Context: an optimization exercise on an open-source flow, tuned for small area. The choices shown serve that exercise and are no tape-out recipe. In this exercise RTL edits were held to simulation tests only and were not proved equivalent to the original. Power and IR drop assume default switching activity.

`flow/flow/run.sh`:
```
#!/bin/bash
# The standard layout (standard.sh, unchanged synthesis and steps), with
# one change: the input/output port buffers that global placement inserts are
# the smallest buffer cell instead of the default pick.  All of make's output
# goes to standard.log here; ORFS's per-step logs stay under orfs/logs.
set -euo pipefail
export BUFFER_PORTS_ARGS="-buffer_cell sky130_fd_sc_hd__buf_1"
bash standard.sh > standard.log 2>&1
```
`flow/standard.sh`:
```
#!/bin/bash
# synth_recipe.tcl (not shown) runs the flow's synth.tcl, then flattens the netlist and writes it again
# the make line also repeats each setting of config.mk as NAME=value (left out here)
make -C /OpenROAD-flow-scripts/flow DESIGN_CONFIG=/design/flow/config.mk WORK_HOME=/design/flow/orfs CLKGATE_MAP_FILE= SYNTH_SCRIPT=/design/flow/synth_recipe.tcl "${@:-finish}"
```
`flow/config.mk`:
```
export PLATFORM = sky130hd
export DESIGN_NAME = top_level
export DESIGN_NICKNAME = top_level
export VERILOG_FILES = /design/flow/design.v
export SDC_FILE = /design/flow/constraint.sdc
export NUM_CORES = 4
export LEC_CHECK = 0
export CAP_MARGIN = 20
export CORE_MARGIN = 2
export CORE_UTILIZATION = 70
export CTS_BUF_LIST = sky130_fd_sc_hd__clkbuf_16
export CTS_CLUSTER_DIAMETER = 100
export CTS_CLUSTER_SIZE = 30
export PLACE_DENSITY = 0.8
export SLEW_MARGIN = 20
```
`flow/constraint.sdc`:
```
create_clock -name core_clock -period 20.0 [get_ports {CLOCK2_50}]
set_input_delay 4.0000 -clock core_clock [delete_from_list [all_inputs] [get_ports {CLOCK2_50}]]
set_output_delay 4.0000 -clock core_clock [all_outputs]
set_load 0.01 [all_outputs]
```
`flow/design.v`:
```
module debounce_key (
    input  clk, rst, x,
    output rise,           
    output rise_next       
);
  localparam [6:0] P = 7'b1010101;
  localparam [6:0] EQ1 = 7'b0001111, EQ = 7'b1001111, D100 = 7'b1000111;
  reg q0n, q1, prevn;
  reg [6:0] t;
  wire [6:0] s = t ^ P;
  wire prev  = ~prevn;
  wire e     = q1 ^ prev;
  wire eqt   = (s[5:0] == EQ1[5:0]);
  wire eq1   = eqt & ~s[6];
  wire [6:0] stp = {s[5:0], s[6] ^ s[5] ^ eq1};
  wire ld    = rst | (e != eqt);
  always @(posedge clk) begin
    q0n <= ~x | rst;
    q1 <= ~q0n & ~rst;
    prevn <= ~q1 | rst;
    t <= ld ? (EQ ^ P) : (stp ^ P);
  end
  assign rise      = eq1 & prev;
  assign rise_next = (s == D100) & ~e & prev;
endmodule
module debounce_sw (
    input  clk, rst, x,
    output edg
);
  localparam [6:0] P = 7'b1010101;
  localparam [6:0] EQ1 = 7'b0001111, EQ = 7'b1001111;
  reg q0n, q1, prevn;
  reg [6:0] t;
  reg was;
  wire [6:0] s = t ^ P;
  wire e     = q1 ^ ~prevn;
  wire eqt   = (s[5:0] == EQ1[5:0]);
  wire eq1   = eqt & ~s[6];
  wire [6:0] stp = {s[5:0], s[6] ^ s[5] ^ eq1};
  wire ld    = rst | (e != eqt);
  always @(posedge clk) begin
    q0n <= ~x | rst;
    q1 <= ~q0n & ~rst;
    prevn <= ~q1 | rst;
    t <= ld ? (EQ ^ P) : (stp ^ P);
    was <= eq1;
  end
  assign edg = was;
endmodule
module seven_seg (
    input      [3:0]  bcd,
    output     [6:0]  segments
);
    assign segments[0] = ~((~bcd[2] & ~bcd[0]) | (bcd[1]) | (bcd[3]) | (bcd[2] & bcd[0]));
    assign segments[1] = ~((~bcd[2]) | (~bcd[1] & ~bcd[0]) | (bcd[1] & bcd[0]));
    assign segments[2] = (~bcd[2] & bcd[1] & ~bcd[0]);
    assign segments[3] = (~bcd[3] & ~bcd[2] & ~bcd[1] & bcd[0]) | (bcd[2] & ~bcd[1] & ~bcd[0]) | (bcd[2] & bcd[1] & bcd[0]);
    assign segments[4] = (bcd[0]) | (bcd[2] & ~bcd[1]);
    assign segments[5] = (~bcd[3] & ~bcd[2] & bcd[0]) | (~bcd[2] & bcd[1]) | (bcd[1] & bcd[0]);
    assign segments[6] = (~bcd[3] & ~bcd[2] & ~bcd[1]) | (bcd[2] & bcd[1] & bcd[0]);
endmodule
module top_level #(
	parameter MAX_MS=2047,
	parameter CLKS_PER_MS=4,
	parameter DEBOUNCE_COUNTS=100
)(
	input 	CLOCK2_50,
	input   rst,
	input	[3:0]  KEY,
	input   [17:0] SW,
	output	[17:0] LEDR,
	output 	[6:0]  HEX0,
	output 	[6:0]  HEX1,
	output 	[6:0]  HEX2,
	output 	[6:0]  HEX3,
	output	[6:0]  HEX4
);
  wire clk = CLOCK2_50;
  wire [17:0] sw_edge;
  genvar gi;
  generate
    for (gi = 0; gi < 18; gi = gi + 1) begin : dsw
      debounce_sw u (.clk(clk), .rst(rst), .x(SW[gi]), .edg(sw_edge[gi]));
    end
  endgenerate
  wire restart, lp_now, lp_next, unused_next0;
  debounce_key d_key0 (.clk(clk), .rst(rst), .x(KEY[0]), .rise(restart), .rise_next(unused_next0));
  debounce_key d_key1 (.clk(clk), .rst(rst), .x(KEY[1]), .rise(lp_now), .rise_next(lp_next));
  reg [1:0] level;
  reg lp_d1, lp_d2;             
  always @(posedge clk) begin
    if (rst) level <= 2'd0;
    else     level <= level + {1'b0, lp_now};
    lp_d1 <= lp_now;
    lp_d2 <= lp_d1;
  end
  localparam [2:0] S_OFF = 3'd0, S_OFF1 = 3'd1, S_R1 = 3'd2, S_ON1 = 3'd3,
                   S_ON2 = 3'd4, S_ON = 3'd5, S_R0 = 3'd6;
  reg [2:0] ms;
  reg [1:0] ct;                 
  reg [10:0] mt;                
  reg [10:1] L;                 
  wire z      = (mt == 11'd1748);    
  wire off_t  = (ms == S_OFF) | (ms == S_OFF1);
  wire on_t   = (ms == S_ON1) | (ms == S_ON2) | (ms == S_ON);
  wire cnt_en = (off_t | on_t) & ~z;
  wire load   = (ms == S_R0) | (ms == S_R1);
  wire [1:0] lvl2 = level - {1'b0, lp_d1 | lp_d2};    
  wire [10:0] a = {1'b0, L} + 11'd600;
  reg  [10:0] loadval;
  always @* begin
    case (lvl2)
      2'd0: loadval = a;
      2'd1: loadval = {1'b0, a[9:1]};
      2'd2: loadval = {2'b0, a[9:2]};
      default: loadval = {3'b0, a[9:3]};
    endcase
  end
  always @(posedge clk) begin
    if (rst) begin
      ms <= S_OFF; ct <= 2'd3; mt <= 11'd1749;
    end else begin
      case (ms)
        S_OFF, S_OFF1: ms <= z ? S_R1 : S_OFF;
        S_R1:          ms <= S_ON1;
        S_ON1:         ms <= z ? S_R0 : S_ON2;
        S_ON2, S_ON:   ms <= z ? S_R0 : S_ON;
        default:       ms <= S_OFF1;
      endcase
      if (cnt_en) ct <= ct + 2'd1;
      if (load) mt <= loadval;
      else if (cnt_en & (ct == 2'd3)) mt <= mt - 11'd1;
    end
  end
  always @(posedge clk) begin
    if (rst) L <= 10'd120;
    else     L <= {L[9:1], L[10] ^ L[7]};
  end
  wire tb_b = L[1] ^ L[3] ^ L[6] ^ L[7] ^ L[8];
  wire tb_f = L[1] ^ L[4] ^ L[6] ^ L[10];
  reg [3:0] r15, r11;
  reg [2:0] r7;
  wire [3:0] n15, n11;
  wire [2:0] n7;
  assign n15[0] = ~((~r15[3] & ~tb_b & ~tb_f) | (~r15[3] & ~r15[2] & ~r15[1] & tb_b & tb_f) | (~r15[3] & r15[1] & ~tb_f) | (r15[3] & ~tb_b & tb_f) | (r15[3] & ~r15[2] & ~r15[1] & tb_b & ~tb_f) | (r15[3] & r15[1] & tb_f) | (~r15[3] & r15[2] & ~tb_f) | (r15[2] & r15[1] & r15[0] & ~tb_b) | (r15[3] & r15[2] & tb_f) | (r15[3] & r15[0] & tb_f));
  assign n15[1] = ~((~r15[3] & ~r15[2] & ~r15[1] & r15[0] & tb_b & ~tb_f) | (r15[3] & r15[0] & tb_f) | (~r15[3] & ~r15[0] & ~tb_b) | (r15[3] & ~r15[0] & ~tb_f) | (~r15[3] & ~r15[0] & tb_f) | (r15[1] & ~r15[0] & ~tb_f) | (r15[2] & ~r15[0] & ~tb_f) | (r15[3] & ~r15[2] & ~r15[1] & tb_b & tb_f) | (r15[2] & r15[1] & r15[0] & ~tb_b & tb_f));
  assign n15[2] = ~((~r15[3] & ~r15[1] & ~tb_b) | (~r15[3] & r15[1] & tb_b) | (~r15[1] & ~r15[0] & ~tb_b) | (~r15[1] & ~tb_b & ~tb_f) | (r15[3] & ~r15[1] & r15[0] & tb_b & tb_f) | (r15[1] & ~r15[0] & tb_b) | (r15[3] & r15[1] & r15[0] & ~tb_b & tb_f) | (r15[1] & tb_b & ~tb_f) | (r15[2] & r15[1] & r15[0] & tb_f) | (~r15[3] & ~r15[2] & ~r15[1] & ~r15[0] & ~tb_f));
  assign n15[3] = (~r15[3] & ~r15[2] & ~r15[1] & tb_b) | (r15[2] & ~r15[1] & ~tb_b) | (~r15[2] & ~r15[1] & ~r15[0] & tb_b) | (~r15[2] & ~r15[1] & tb_b & ~tb_f) | (r15[3] & r15[1] & r15[0] & ~tb_b & tb_f) | (r15[3] & r15[2] & r15[0] & tb_f) | (r15[2] & r15[1] & tb_b) | (r15[2] & r15[1] & ~r15[0]) | (r15[2] & r15[1] & ~tb_f);
  assign n11[0] = (~r11[3] & ~r11[2] & ~tb_b & tb_f) | (r11[3] & ~tb_b & ~tb_f) | (r11[3] & tb_b & tb_f) | (~r11[3] & ~r11[2] & r11[1] & tb_b & ~tb_f) | (r11[2] & ~r11[1] & tb_b & ~tb_f) | (r11[2] & r11[1] & ~tb_b & ~tb_f) | (r11[2] & r11[1] & tb_b & tb_f) | (~r11[3] & ~r11[2] & r11[0] & tb_b & ~tb_f) | (r11[2] & ~r11[1] & ~r11[0] & ~tb_b & tb_f);
  assign n11[1] = (~r11[3] & ~r11[2] & ~r11[0] & tb_b & ~tb_f) | (r11[3] & ~r11[0] & ~tb_b & tb_f) | (r11[0] & ~tb_b & ~tb_f) | (r11[0] & tb_b & tb_f) | (r11[2] & r11[1] & ~r11[0] & ~tb_b & tb_f) | (~r11[3] & ~r11[2] & r11[0] & ~tb_b) | (r11[3] & r11[0] & ~tb_f) | (r11[2] & r11[1] & r11[0] & tb_b) | (~r11[3] & ~r11[1] & ~r11[0] & tb_b & ~tb_f);
  assign n11[2] = ~((r11[3] & r11[1]) | (~r11[3] & ~r11[2] & ~r11[1]) | (r11[2] & ~r11[1] & tb_f) | (r11[2] & ~tb_b & ~tb_f) | (r11[2] & r11[1] & tb_b) | (r11[2] & ~r11[0] & ~tb_b) | (r11[2] & ~r11[1] & r11[0]) | (r11[3] & r11[0] & ~tb_b & tb_f) | (r11[1] & ~r11[0] & tb_b & ~tb_f));
  assign n11[3] = ~((~r11[3] & r11[1]) | (r11[2] & ~r11[0] & tb_b & ~tb_f) | (~r11[2] & r11[0] & tb_b) | (~r11[3] & ~r11[2] & ~tb_b) | (r11[3] & ~r11[1] & ~r11[0]) | (~r11[3] & ~r11[2] & tb_f) | (~r11[2] & r11[0] & ~tb_f) | (~r11[3] & r11[0] & ~tb_b & tb_f));
  assign n7[0] = ~((~r7[2] & ~tb_b & ~tb_f) | (~r7[1] & ~r7[0] & tb_b & tb_f) | (~r7[2] & r7[0] & ~tb_f) | (~r7[2] & r7[1] & ~tb_f) | (r7[1] & r7[0] & ~tb_b) | (r7[2] & tb_f) | (r7[2] & ~r7[1] & ~r7[0] & tb_b));
  assign n7[1] = (~r7[2] & ~r7[0] & tb_b & tb_f) | (~r7[2] & ~r7[1] & r7[0] & ~tb_b) | (r7[0] & ~tb_b & ~tb_f) | (r7[2] & ~r7[0] & ~tb_b & tb_f) | (r7[2] & ~r7[0] & tb_b & ~tb_f) | (r7[2] & r7[0] & tb_b & tb_f) | (~r7[2] & r7[1] & ~r7[0] & tb_b);
  assign n7[2] = (~r7[2] & ~r7[1] & ~r7[0] & tb_b) | (r7[1] & ~r7[0] & ~tb_b) | (r7[1] & r7[0] & tb_b) | (~r7[1] & ~r7[0] & tb_b & ~tb_f) | (r7[2] & r7[1] & tb_f) | (r7[2] & r7[0] & ~tb_b & tb_f) | (r7[1] & ~tb_b & ~tb_f);
  always @(posedge clk) begin
    if (rst) begin r15 <= 4'd2; r11 <= 4'd2; r7 <= 3'd2; end
    else begin r15 <= n15; r11 <= n11; r7 <= n7; end
  end
  function [3:0] conds(input [3:0] x15, input [3:0] x11, input [2:0] x7);
    conds = {(x15 == 4'd1) | (x15 == 4'd4) | (x15 == 4'd7) | (x15 == 4'd10) | (x15 == 4'd13),
             x7 == 3'd3, x11 == 4'd9, x15 == 4'd10};
  endfunction
  wire [3:0] cnd_r  = conds(r15, r11, r7);
  wire [3:0] cnd_rn = conds(n15, n11, n7);
  wire lv_inc = (off_t & (lp_now | lp_next)) | ((ms == S_R1) & lp_now);
  wire lv_dec = (ms == S_ON2) & lp_d1;
  wire [1:0] lvT = level + {lv_dec, lv_dec | lv_inc};
  wire cr  = cnd_r[lvT];
  wire crn = cnd_rn[lvT];
  reg n0, n1, n2;
  always @(posedge clk) begin
    if (off_t & z) n0 <= cr;
    if (ms == S_R1) begin n1 <= cr; n2 <= crn; end
  end
  wire wr_1014 = off_t & (mt == 11'd2002) & (ct == 2'd3);
  reg [3:0] far_8;
  reg [3:0] far_17;
  wire wr_947 = off_t & (mt == 11'd1985) & (ct == 2'd2);
  reg [3:0] far_2;
  reg [3:0] far_5;
  wire wr_945 = off_t & (mt == 11'd1984) & (ct == 2'd0);
  reg [3:0] far_11;
  wire wr_870 = off_t & (mt == 11'd1966) & (ct == 2'd3);
  reg [3:0] far_4;
  reg [3:0] far_9;
  wire wr_793 = off_t & (mt == 11'd1946) & (ct == 2'd0);
  reg [3:0] far_14;
  wire wr_716 = off_t & (mt == 11'd1927) & (ct == 2'd1);
  reg [3:0] far_16;
  wire wr_699 = off_t & (mt == 11'd1923) & (ct == 2'd2);
  reg [3:0] far_10;
  wire wr_406 = off_t & (mt == 11'd1850) & (ct == 2'd3);
  reg [3:0] far_12;
  wire wr_68 = off_t & (mt == 11'd1765) & (ct == 2'd1);
  reg [3:0] far_6;
  reg [3:0] far_13;
  always @(posedge clk) begin
    if (rst) far_8[0] <= 1'b0;
    else if (wr_1014) far_8[0] <= cnd_r[0];
    if (wr_1014) far_8[3:1] <= cnd_r[3:1];
    if (rst) far_17[0] <= 1'b0;
    else if (wr_1014) far_17[0] <= cnd_rn[0];
    if (wr_1014) far_17[3:1] <= cnd_rn[3:1];
    if (rst) far_2[0] <= 1'b0;
    else if (wr_947) far_2[0] <= cnd_r[0];
    if (wr_947) far_2[3:1] <= cnd_r[3:1];
    if (rst) far_5[0] <= 1'b0;
    else if (wr_947) far_5[0] <= cnd_rn[0];
    if (wr_947) far_5[3:1] <= cnd_rn[3:1];
    if (rst) far_11[0] <= 1'b0;
    else if (wr_945) far_11[0] <= cnd_r[0];
    if (wr_945) far_11[3:1] <= cnd_r[3:1];
    if (rst) far_4[0] <= 1'b0;
    else if (wr_870) far_4[0] <= cnd_r[0];
    if (wr_870) far_4[3:1] <= cnd_r[3:1];
    if (rst) far_9[0] <= 1'b1;
    else if (wr_870) far_9[0] <= cnd_rn[0];
    if (wr_870) far_9[3:1] <= cnd_rn[3:1];
    if (rst) far_14[0] <= 1'b0;
    else if (wr_793) far_14[0] <= cnd_r[0];
    if (wr_793) far_14[3:1] <= cnd_r[3:1];
    if (rst) far_16[0] <= 1'b0;
    else if (wr_716) far_16[0] <= cnd_r[0];
    if (wr_716) far_16[3:1] <= cnd_r[3:1];
    if (rst) far_10[0] <= 1'b0;
    else if (wr_699) far_10[0] <= cnd_r[0];
    if (wr_699) far_10[3:1] <= cnd_r[3:1];
    if (rst) far_12[0] <= 1'b0;
    else if (wr_406) far_12[0] <= cnd_r[0];
    if (wr_406) far_12[3:1] <= cnd_r[3:1];
    if (rst) far_6[0] <= 1'b0;
    else if (wr_68) far_6[0] <= cnd_r[0];
    if (wr_68) far_6[3:1] <= cnd_r[3:1];
    if (rst) far_13[0] <= 1'b0;
    else if (wr_68) far_13[0] <= cnd_rn[0];
    if (wr_68) far_13[3:1] <= cnd_rn[3:1];
  end
  wire [17:0] pat;
  assign pat[2] = far_2[lvT];
  assign pat[4] = far_4[lvT];
  assign pat[5] = far_5[lvT];
  assign pat[6] = far_6[lvT];
  assign pat[8] = far_8[lvT];
  assign pat[9] = far_9[lvT];
  assign pat[10] = far_10[lvT];
  assign pat[11] = far_11[lvT];
  assign pat[12] = far_12[lvT];
  assign pat[13] = far_13[lvT];
  assign pat[14] = far_14[lvT];
  assign pat[16] = far_16[lvT];
  assign pat[17] = far_17[lvT];
  assign pat[0] = n0;
  assign pat[1] = n1;
  assign pat[3] = n2;
  assign pat[7] = cr;
  assign pat[15] = crn;
  reg [17:0] ledr;
  reg point;
  wire [17:0] hit = sw_edge & ledr;
  always @(posedge clk) begin
    if (rst) begin
      ledr <= 18'd0; point <= 1'b0;
    end else begin
      if (ms == S_ON2)       ledr <= pat;
      else if (ms == S_OFF1) ledr <= 18'd0;
      else                   ledr <= ledr & ~hit;
      point <= |hit;
    end
  end
  assign LEDR = ledr;
  reg [3:0] s0, s1, s2;
  reg [1:0] s3;
  wire wrap = (s3 == 2'd2) & (s2 == 4'd0) & (s1 == 4'd4) & (s0 == 4'd7);
  always @(posedge clk) begin
    if (rst | restart | (point & wrap)) begin
      s0 <= 4'd0; s1 <= 4'd0; s2 <= 4'd0; s3 <= 2'd0;
    end else if (point) begin
      if (s0 != 4'd9) s0 <= s0 + 4'd1;
      else begin
        s0 <= 4'd0;
        if (s1 != 4'd9) s1 <= s1 + 4'd1;
        else begin
          s1 <= 4'd0;
          if (s2 != 4'd9) s2 <= s2 + 4'd1;
          else begin
            s2 <= 4'd0;
            s3 <= s3 + 2'd1;
          end
        end
      end
    end
  end
  reg [4:0] ph;
  reg [13:0] samp;
  reg [13:0] dig;
  always @(posedge clk) begin
    if (rst) ph <= 5'd0;
    else     ph <= (ph == 5'd23) ? 5'd0 : ph + 5'd1;
    if (ph == 5'd0) samp <= {s3, s2, s1, s0};
    if (rst) dig <= 14'd0;
    else if (ph == 5'd23) dig <= samp;
  end
  seven_seg u_hex0 (.bcd(dig[3:0]),            .segments(HEX0));
  seven_seg u_hex1 (.bcd(dig[7:4]),            .segments(HEX1));
  seven_seg u_hex2 (.bcd(dig[11:8]),           .segments(HEX2));
  seven_seg u_hex3 (.bcd({2'b00, dig[13:12]}), .segments(HEX3));
  seven_seg u_hex4 (.bcd({2'b00, level}),      .segments(HEX4));
endmodule
```
==> qor.txt, run 1 <==
worst hold path class: reg -> reg
total clock sinks: 380
Post-CTS Repair Setup Buffers: 0
setup TNS: 0 ps
ys async rst share: 0
critical path class: reg -> out
Yosys top cell by area: dfxtp_1
num rows: 53
Layout fillers: 1506
Avg Inst Size Synth: 10.1 µm²
clk root buf: clkbuf_16
hpwl dp: 18300 µm
Antenna Nets Post-Route: 0
gr usage total: 0.237
Skew-Pair Late Insertion Delay: 520 ps
cell count after placement: 1738
first-pass GRT wire length: 43800 µm
DIE AREA: 0.0224 mm²
Synth top area share: 0.438
Layout Nets: 1520
gr ovfl total: 0
leakage: 5.69 nW
final period demand of the worst path: 5790 ps
Syn Inst Count: 1469
pin count of the biggest net entering global routing: 85
Horiz. Die Dim: 150 µm
sequential-to-total area share from yosys stat: 0.551
Slew HR: 0.260
RSZ-0062 raised after global routing: no
Synth Flop Type: dfxtp_1
DRT Wirelength: 26500 µm
initial drt markers: 559
number of synthesized register bits: 380
count leader, synth: dfxtp_1
skew final: 19.0 ps
input/output buffers: 72
drt drc: 0
vias in the first global route: 9284
TritonCTS Buffers: 16
most instantiated cells after synthesis: 324 x dfxtp_1, 155 x nor2_1, 144 x nand2_1
H-Tree Depth: 1
vias per cell: 5.74
fin. max-slew vios: 0
I/O pins: 77
setup ws final: 14210 ps
Post-DP Area: 0.0151 mm²
Least-Margin Pin Slew: 1090 ps
# diodes: 0
share of cells above drive strength 1: 0.0497
outcome: finished clean
Cell Area, Synth: 0.0148 mm²
Max Clock Freq: 173 MHz
Core Footprint: 0.0209 mm²
die height: 150 µm
fin crit share: 0.290
Initial Util: 0.710
Max rail drop VDD: 0.0990 mV
DRT Pass-1 Iters: 5
crit path launch type: register
crit path capture type: output pin
MaxCap Viol Count: 0
YS warnings: 3
Distinct cells, synth: 74
Hold Vio Cnt, Final: 0
CTS Hold Bufs: 0
initial antenna violation count: 0
cts repair resizes: 0
via count: 10100
placer congestion estimate: 0.846
Max Root-Sink Buffers: 3
CTS tree: yes
Post-synth EDFFs: 56
detailed-route wire length per cell: 15.0 µm
final core occ: 0.747
pre-CTS setup slack: 13800 ps
Layout Cells excl Fill: 1763
crit path max fanout: 18
Pwr per Cell Area: 105 mW/mm²
WP data arrival: 1790 ps
Synth area leaders: dfxtp_1 44%, edfxtp_1 11%, nor2_1 3.9%
clock slew at reported path FFs: 120 ps
Area Growth Syn to Fin: 5.30%
Final Instance Area: 0.0156 mm²
worst path required time: 16000 ps
# setup viols final: 0
## power breakdown
| part | switching [mW] | total, mW | internal [mW] | leakage, nW |
|---|---|---|---|---|
| Sequential | 0.0705 | 0.925 | 0.854 | 3.17 |
| Combinational | 0.199 | 0.343 | 0.144 | 2.28 |
| Clock | 0.220 | 0.377 | 0.157 | 0.253 |
## cell usage in the layout (no fill, tap or decap), types with 5 or more instances in the layout
cell type	count
a211oi_1	9
a211o_1	5
mux4_2	14
or2_2	12
a22oi_1	5
ha_1	15
xor2_1	34
a221oi_1	11
a31oi_1	6
dfxtp_1	324
o21ai_0	29
buf_1	71
a21o_1	5
nand2_1	144
nor4b_1	6
buf_4	8
inv_1	48
edfxtp_1	56
a21oi_1	62
nand4b_1	6
and2_1	26
nand2b_1	60
and3_1	14
nor3_1	83
mux2i_1	19
nand3b_1	5
nor4_1	18
nand3_1	18
nor2b_1	16
a32oi_1	17
nor3b_1	20
xnor2_1	60
nor2_1	155
nand4bb_1	11
clkbuf_16	17
## worst paths after layout
kind | start | slack [ps] | depth (start not counted) | to
hold reg to reg | lp_d1$_DFF_P_ | 370 | 0 | lp_d2$_DFF_P_
setup reg to reg | L[6]$_SDFF_PP1_ | 16420 | 9 | n2$_DFFE_PP_
hold / removal | lp_d1$_DFF_P_ | 370 | 0 | lp_d2$_DFF_P_
setup / recovery | level[1]$_SDFF_PP0_ | 14210 | 3 | HEX4[2]
## flip-flops by register name, summed over array words and instances, names as in the netlist, 5 cells and up
signal	count
d_key0.t	7
ledr	18
dsw.u.t	126
d_key1.t	7
mt	11
dsw.u.q0n	18
samp	14
ph	5
dsw.u.was	18
dsw.u.q1	18
dig	14
L	10
dsw.u.prevn	18
## layer usage
metal | share of wire | track usage | vias to the layer above
li1 | - | - | 5082
met1 | 0.46 | 0.314 | 4812
met2 | 0.49 | 0.409 | 189
met3 | 0.036 | 0.0305 | 43
met4 | 0.022 | 0.0681 | 0
met5 | 0 | 0 | -
## critical path, stage by stage, from the launching register on
cell and delay [ps]:
dfxtp_1 770, inv_2 220, nor2_1 130, buf_1 160
## kinds of logic after synthesis
family	Yosys count	synth area share
fa+ha+maj	15	0.0127
xor+xnor	101	0.0645
simple gates	616	0.212
buf+inv	129	0.0371
mux	36	0.0366
compound gates	191	0.0861
flops	380	0.551
other cells	1	0.000253
## layout make-up
cell class | count | area [µm²] | share of cell area
Clock inverter | 8 | 37.5 | 0.00240
Tap cell | 275 | 344 | 0.0220
Clock buffer | 17 | 425 | 0.0273
Multi-Input combinational cell | 961 | 6140 | 0.394
Timing Repair Buffer | 80 | 334 | 0.0214
Inverter | 42 | 158 | 0.0101
Sequential cell | 380 | 8170 | 0.523
## through the flow
stage               hold slack [ps]  total power [mW]
detailed placement              365              1.28
global route                    390              1.74
finish                          368              1.65
floorplan                       343              1.21
global placement                358              1.27
CTS                             380              1.65
==> run 2: changes to the inputs <==
--- a/flow/design.v
+++ b/flow/design.v
@@ -59,6 +59,26 @@
     assign segments[5] = (~bcd[3] & ~bcd[2] & bcd[0]) | (~bcd[2] & bcd[1]) | (bcd[1] & bcd[0]);
     assign segments[6] = (~bcd[3] & ~bcd[2] & ~bcd[1]) | (bcd[2] & bcd[1] & bcd[0]);
 endmodule
+module dstep (
+    input  [3:0] c,
+    output [3:0] n,       
+    output       last     
+);
+  assign n = {c[2:0], ~((c[3] & ~c[0]) | (~c[3] & c[1] & c[0]))};
+  assign last = (c[3] & ~c[2] & ~c[1]);
+endmodule
+module dseg (
+    input  [3:0] c,
+    output [6:0] segments    
+);
+  assign segments[0] = (~c[1] & c[0]);
+  assign segments[1] = ~((~c[3] & ~c[2]) | (~c[0]) | (~c[1]));
+  assign segments[2] = (~c[3] & ~c[2] & c[1]);
+  assign segments[3] = (~c[1] & c[0]) | (c[3] & c[2] & c[1]);
+  assign segments[4] = (~c[1] & c[0]) | (c[3] & ~c[2]) | (c[1] & ~c[0]);
+  assign segments[5] = (c[1] & ~c[0]) | (~c[3] & ~c[2] & c[0]);
+  assign segments[6] = (~c[3] & ~c[1]) | (c[3] & c[2] & c[1]);
+endmodule
 module top_level #(
 	parameter MAX_MS=2047,
 	parameter CLKS_PER_MS=4,
@@ -173,6 +193,11 @@
     if (off_t & z) n0 <= cr;
     if (ms == S_R1) begin n1 <= cr; n2 <= crn; end
   end
+  reg first;
+  always @(posedge clk) begin
+    if (rst) first <= 1'b1;
+    else if (ms == S_OFF1) first <= 1'b0;
+  end
   wire wr_1014 = off_t & (mt == 11'd2002) & (ct == 2'd3);
   reg [3:0] far_8;
   reg [3:0] far_17;
@@ -196,60 +221,34 @@
   reg [3:0] far_6;
   reg [3:0] far_13;
   always @(posedge clk) begin
-    if (rst) far_8[0] <= 1'b0;
-    else if (wr_1014) far_8[0] <= cnd_r[0];
-    if (wr_1014) far_8[3:1] <= cnd_r[3:1];
-    if (rst) far_17[0] <= 1'b0;
-    else if (wr_1014) far_17[0] <= cnd_rn[0];
-    if (wr_1014) far_17[3:1] <= cnd_rn[3:1];
-    if (rst) far_2[0] <= 1'b0;
-    else if (wr_947) far_2[0] <= cnd_r[0];
-    if (wr_947) far_2[3:1] <= cnd_r[3:1];
-    if (rst) far_5[0] <= 1'b0;
-    else if (wr_947) far_5[0] <= cnd_rn[0];
-    if (wr_947) far_5[3:1] <= cnd_rn[3:1];
-    if (rst) far_11[0] <= 1'b0;
-    else if (wr_945) far_11[0] <= cnd_r[0];
-    if (wr_945) far_11[3:1] <= cnd_r[3:1];
-    if (rst) far_4[0] <= 1'b0;
-    else if (wr_870) far_4[0] <= cnd_r[0];
-    if (wr_870) far_4[3:1] <= cnd_r[3:1];
-    if (rst) far_9[0] <= 1'b1;
-    else if (wr_870) far_9[0] <= cnd_rn[0];
-    if (wr_870) far_9[3:1] <= cnd_rn[3:1];
-    if (rst) far_14[0] <= 1'b0;
-    else if (wr_793) far_14[0] <= cnd_r[0];
-    if (wr_793) far_14[3:1] <= cnd_r[3:1];
-    if (rst) far_16[0] <= 1'b0;
-    else if (wr_716) far_16[0] <= cnd_r[0];
-    if (wr_716) far_16[3:1] <= cnd_r[3:1];
-    if (rst) far_10[0] <= 1'b0;
-    else if (wr_699) far_10[0] <= cnd_r[0];
-    if (wr_699) far_10[3:1] <= cnd_r[3:1];
-    if (rst) far_12[0] <= 1'b0;
-    else if (wr_406) far_12[0] <= cnd_r[0];
-    if (wr_406) far_12[3:1] <= cnd_r[3:1];
-    if (rst) far_6[0] <= 1'b0;
-    else if (wr_68) far_6[0] <= cnd_r[0];
-    if (wr_68) far_6[3:1] <= cnd_r[3:1];
-    if (rst) far_13[0] <= 1'b0;
-    else if (wr_68) far_13[0] <= cnd_rn[0];
-    if (wr_68) far_13[3:1] <= cnd_rn[3:1];
+    if (wr_1014) far_8 <= cnd_r;
+    if (wr_1014) far_17 <= cnd_rn;
+    if (wr_947) far_2 <= cnd_r;
+    if (wr_947) far_5 <= cnd_rn;
+    if (wr_945) far_11 <= cnd_r;
+    if (wr_870) far_4 <= cnd_r;
+    if (wr_870) far_9 <= cnd_rn;
+    if (wr_793) far_14 <= cnd_r;
+    if (wr_716) far_16 <= cnd_r;
+    if (wr_699) far_10 <= cnd_r;
+    if (wr_406) far_12 <= cnd_r;
+    if (wr_68) far_6 <= cnd_r;
+    if (wr_68) far_13 <= cnd_rn;
   end
   wire [17:0] pat;
-  assign pat[2] = far_2[lvT];
-  assign pat[4] = far_4[lvT];
-  assign pat[5] = far_5[lvT];
-  assign pat[6] = far_6[lvT];
-  assign pat[8] = far_8[lvT];
-  assign pat[9] = far_9[lvT];
-  assign pat[10] = far_10[lvT];
-  assign pat[11] = far_11[lvT];
-  assign pat[12] = far_12[lvT];
-  assign pat[13] = far_13[lvT];
-  assign pat[14] = far_14[lvT];
-  assign pat[16] = far_16[lvT];
-  assign pat[17] = far_17[lvT];
+  assign pat[2] = first ? 1'b0 : far_2[lvT];
+  assign pat[4] = first ? 1'b0 : far_4[lvT];
+  assign pat[5] = first ? 1'b0 : far_5[lvT];
+  assign pat[6] = first ? 1'b0 : far_6[lvT];
+  assign pat[8] = first ? 1'b0 : far_8[lvT];
+  assign pat[9] = first ? 1'b1 : far_9[lvT];
+  assign pat[10] = first ? 1'b0 : far_10[lvT];
+  assign pat[11] = first ? 1'b0 : far_11[lvT];
+  assign pat[12] = first ? 1'b0 : far_12[lvT];
+  assign pat[13] = first ? 1'b0 : far_13[lvT];
+  assign pat[14] = first ? 1'b0 : far_14[lvT];
+  assign pat[16] = first ? 1'b0 : far_16[lvT];
+  assign pat[17] = first ? 1'b0 : far_17[lvT];
   assign pat[0] = n0;
   assign pat[1] = n1;
   assign pat[3] = n2;
@@ -271,39 +270,38 @@
   assign LEDR = ledr;
   reg [3:0] s0, s1, s2;
   reg [1:0] s3;
-  wire wrap = (s3 == 2'd2) & (s2 == 4'd0) & (s1 == 4'd4) & (s0 == 4'd7);
+  wire [3:0] sn0, sn1, sn2;
+  wire l0, l1, l2;
+  dstep u_st0 (.c(s0), .n(sn0), .last(l0));
+  dstep u_st1 (.c(s1), .n(sn1), .last(l1));
+  dstep u_st2 (.c(s2), .n(sn2), .last(l2));
+  wire wrap = (s3 == 2'd2) & (s2 == 4'd0) & (s1 == 4'd13) & (s0 == 4'd14);
+  wire c1 = point & l0, c2 = c1 & l1, c3 = c2 & l2;
   always @(posedge clk) begin
     if (rst | restart | (point & wrap)) begin
       s0 <= 4'd0; s1 <= 4'd0; s2 <= 4'd0; s3 <= 2'd0;
-    end else if (point) begin
-      if (s0 != 4'd9) s0 <= s0 + 4'd1;
-      else begin
-        s0 <= 4'd0;
-        if (s1 != 4'd9) s1 <= s1 + 4'd1;
-        else begin
-          s1 <= 4'd0;
-          if (s2 != 4'd9) s2 <= s2 + 4'd1;
-          else begin
-            s2 <= 4'd0;
-            s3 <= s3 + 2'd1;
-          end
-        end
-      end
+    end else begin
+      if (point) s0 <= sn0;
+      if (c1) s1 <= sn1;
+      if (c2) s2 <= sn2;
+      if (c3) s3 <= s3 + 2'd1;
     end
   end
   reg [4:0] ph;
   reg [13:0] samp;
   reg [13:0] dig;
+  wire ph_first = (~ph[4] & ~ph[3] & ~ph[1] & ~ph[0]);
+  wire ph_last  = (ph[4] & ~ph[3] & ~ph[2] & ~ph[0]);
   always @(posedge clk) begin
     if (rst) ph <= 5'd0;
-    else     ph <= (ph == 5'd23) ? 5'd0 : ph + 5'd1;
-    if (ph == 5'd0) samp <= {s3, s2, s1, s0};
+    else     ph <= {ph[3:0], ~((~ph[4] & ph[3] & ph[1]) | (ph[4] & ~ph[1]) | (ph[4] & ph[2] & ph[0]))};
+    if (ph_first) samp <= {s3, s2, s1, s0};
     if (rst) dig <= 14'd0;
-    else if (ph == 5'd23) dig <= samp;
+    else if (ph_last) dig <= samp;
   end
-  seven_seg u_hex0 (.bcd(dig[3:0]),            .segments(HEX0));
-  seven_seg u_hex1 (.bcd(dig[7:4]),            .segments(HEX1));
-  seven_seg u_hex2 (.bcd(dig[11:8]),           .segments(HEX2));
+  dseg      u_hex0 (.c(dig[3:0]),             .segments(HEX0));
+  dseg      u_hex1 (.c(dig[7:4]),             .segments(HEX1));
+  dseg      u_hex2 (.c(dig[11:8]),            .segments(HEX2));
   seven_seg u_hex3 (.bcd({2'b00, dig[13:12]}), .segments(HEX3));
   seven_seg u_hex4 (.bcd({2'b00, level}),      .segments(HEX4));
 endmodule
==> qor.txt, run 2 <==
outcome: finished clean (unchanged)
Max rail drop VDD: 0.0878 mV (was 0.0990 mV)
DRT Pass-1 Iters: 5 (unchanged)
I/O pins: 77 (unchanged)
mux share of post-synthesis cell area: 0.0332 (was 0.0366)
final period demand of the worst path: 6010 ps (was 5790 ps)
most instantiated cells after synthesis: 312 x dfxtp_1, 178 x nand2_1, 158 x nor2_1 (was 324 x dfxtp_1, 155 x nor2_1, 144 x nand2_1)
Distinct cells, synth: 76 (was 74)
gr usage total: 0.250 (was 0.237)
CP max stage cell: dfxtp_1 (unchanged)
Least-Margin Pin Slew: 1080 ps (was 1090 ps)
Max Root-Sink Buffers: 3 (unchanged)
Syn Inst Count: 1399 (was 1469)
Top reg by flops: dsw.u.t (unchanged)
WHS: 371 ps (was 368 ps)
MaxCap Viol Count: 0 (unchanged)
WP data arrival: 2010 ps (was 1790 ps)
CP peak stage delay: 860 ps (was 770 ps)
post-synthesis adder-cell area fraction: 0.0113 (was 0.0127)
initial drt markers: 724 (was 559)
ys async rst share: 0 (unchanged)
gr ovfl total: 0 (unchanged)
max FFs per register: 126 (unchanged)
Slew HR: 0.276 (was 0.260)
final core occ: 0.756 (was 0.747)
crit path max fanout: 22 (was 18)
die height: 148 µm (was 150 µm)
commonest cells after routing, fill and taps aside: 312 x dfxtp_1, 178 x nand2_1, 158 x nor2_1, 77 x nor3_1, 71 x buf_1 (was 324 x dfxtp_1, 155 x nor2_1, 144 x nand2_1, 83 x nor3_1, 71 x buf_1)
most common cell after layout, fill and taps aside: dfxtp_1 (unchanged)
Post-synth EDFFs: 69 (was 56)
critical path class: reg -> out (unchanged)
Layout Nets: 1464 (was 1520)
# setup viols final: 0 (unchanged)
Synth Area in Compound Gates: 0.0799 (was 0.0861)
Max Clock Freq: 166 MHz (was 173 MHz)
detailed-route wire length per cell: 15.9 µm (was 15.0 µm)
share of cells above drive strength 1: 0.0537 (was 0.0497)
input/output buffers: 72 (unchanged)
fin crit share: 0.301 (was 0.290)
num rows: 52 (was 53)
count leader, synth: dfxtp_1 (unchanged)
YS warnings: 3 (unchanged)
clock slew at reported path FFs: 100 ps (was 120 ps)
Core Footprint: 0.0202 mm² (was 0.0209 mm²)
initial antenna violation count: 0 (unchanged)
pin count of the biggest net entering global routing: 85 (unchanged)
# diodes: 0 (unchanged)
DRT Wirelength: 27200 µm (was 26500 µm)
hpwl dp: 18500 µm (was 18300 µm)
Horiz. Die Dim: 148 µm (was 150 µm)
sequential-to-total area share from yosys stat: 0.577 (was 0.551)
Antenna Nets Post-Route: 0 (unchanged)
CTS Hold Bufs: 0 (unchanged)
Cell Area, Synth: 0.0144 mm² (was 0.0148 mm²)
first-pass GRT wire length: 44600 µm (was 43800 µm)
setup TNS: 0 ps (unchanged)
drt drc: 0 (unchanged)
Pwr per Cell Area: 107 mW/mm² (was 105 mW/mm²)
via count: 9802 (was 10100)
Synth area leaders: dfxtp_1 43%, edfxtp_1 14%, nand2_1 4.6% (was dfxtp_1 44%, edfxtp_1 11%, nor2_1 3.9%)
Area Growth Syn to Fin: 6.12% (was 5.30%)
worst hold path class: reg -> reg (unchanged)
number of synthesized register bits: 381 (was 380)
vias per cell: 5.75 (was 5.74)
crit path launch type: register (unchanged)
placer congestion estimate: 0.820 (was 0.846)
Avg Inst Size Synth: 10.3 µm² (was 10.1 µm²)
leakage: 5.49 nW (was 5.69 nW)
clk root buf: clkbuf_16 (unchanged)
RSZ-0062 raised after global routing: no (unchanged)
Synth Flop Type: dfxtp_1 (unchanged)
Skew-Pair Late Insertion Delay: 520 ps (about the same)
skew final: 26.4 ps (was 19.0 ps)
DIE AREA: 0.0218 mm² (was 0.0224 mm²)
Layout fillers: 1429 (was 1506)
fin. max-slew vios: 0 (unchanged)
crit path capture type: output pin (unchanged)
Synth top area share: 0.433 (was 0.438)
largest family of logic cells by synthesized area: simple AND/OR/NAND/NOR gates (unchanged)
CTS tree: yes (unchanged)
cells along the critical path: inv_1, nor2_1, buf_1 (was inv_2, nor2_1, buf_1)
Final Instance Area: 0.0153 mm² (was 0.0156 mm²)
Hold Vio Cnt, Final: 0 (unchanged)
total clock sinks: 381 (was 380)
cts repair resizes: 0 (unchanged)
TritonCTS Buffers: 16 (unchanged)
vias in the first global route: 9230 (was 9284)
Yosys top cell by area: dfxtp_1 (unchanged)
Post-DP Area: 0.0148 mm² (was 0.0151 mm²)
Post-CTS Repair Setup Buffers: 0 (unchanged)
worst path required time: 16000 ps (about the same)
H-Tree Depth: 1 (unchanged)
XOR/XNOR Fraction of Synth Area: 0.0647 (was 0.0645)
Initial Util: 0.712 (was 0.710)
Synth Area in Simple Gates: 0.201 (was 0.212)
[run 2: changes by cell type after synthesis, sizes merged, moves of 5 or more]
cell / delta
buf: -10
xor2: -8
a21oi: -11
nor3: -5
nand2b: -47
mux2i: -6
and3: -8
edfxtp: +13
a21boi: -6
o21ai: -7
xnor2: +5
nand2: +34
dfxtp: -12
a211oi: +7
[run 2: logic make-up after synthesis]
family	after synthesis
simple gates	594
flops	381
compound gates	166
buf+inv	117
xor+xnor	97
mux	30
fa+ha+maj	13
other cells	1
[run 2: worst paths after layout]
path                          endpoint             startpoint  slack (ps)  depth (start not counted)
hold / removal    dsw[15].u.q1$_DFF_P_  dsw[15].u.q0n$_DFF_P_         370                          1
setup reg to reg          n2$_DFFE_PP_        L[7]$_SDFF_PP1_       16360                          9
setup / recovery               HEX4[2]    level[1]$_SDFF_PP0_       13990                          3
hold reg to reg   dsw[15].u.q1$_DFF_P_  dsw[15].u.q0n$_DFF_P_         370                          1
[run 2: where the power goes]
part           total, mW  switching [mW]  internal [mW]
sequential         0.929          0.0717          0.857
clock              0.379           0.222          0.157
combinational      0.329           0.195          0.134
[run 2: routing by layer]
metal	part of all wire	wire length, µm	global-route usage
met1	0.44	12100	0.339
met2	0.47	12800	0.424
met3	0.056	1530	0.0336
met4	0.029	777	0.0740
met5	0	0	0
[run 2: cell type report]
cell class | count | area (µm²) | share of cell area
clock buffer | 17 | 425 | 0.0278
tap | 270 | 338 | 0.0221
sequential | 381 | 8320 | 0.544
clock inverter | 8 | 37.5 | 0.00245
multi-input combinational | 902 | 5660 | 0.370
inverter | 43 | 161 | 0.0106
timing repair buffer | 83 | 357 | 0.0233
[run 2: critical path, delay by kind of cell, from the launching register on]
family	cells	cell delay [ps]
flops	1	860
simple gates	1	150
buf+inv	2	490
[run 2: metrics by stage]
step	total power, mW	instances	worst slack [ps]
6_report	1.64	1704	13990
5_1_grt	1.72	1704	13830
3_5_place_dp	1.27	1679	13720
3_3_place_gp	1.25	1679	13780
2_1_floorplan	1.19	1400	14740
4_1_cts	1.64	1704	13980

==> port drivers added, routing unchanged <==
How much do the figures lean on ideal ports? The routed layouts below were timed once more, with nothing changed but the port constraints.
Step 1: set_driving_cell puts a clkbuf_16 on CLOCK2_50 and a buf_2 on each other input, an assumption about the parent block.
Step 2 times the ports against the registers' clock, not the clock port: input delays grow and output delays shrink by t, the midpoint of the rising clock arrivals with the driver on.
Three values: ideal, step 1, step 2; two values: the first two.
| run | shift t [ns] | slack for setup (ns) | worst register clock-pin slew, ns |
|---|---|---|---|
| run 1 | 0.553 | 14.207 / 14.160 / 13.807 | 0.12 / 0.12 |
| run 2 | 0.556 | 13.986 / 13.938 / 13.692 | 0.12 / 0.12 |
After both steps every run listed still meets setup and hold. For run 1, which loses most, drivers alone change the setup slack by -0.047 ns; drivers and shift together by -0.400 ns.
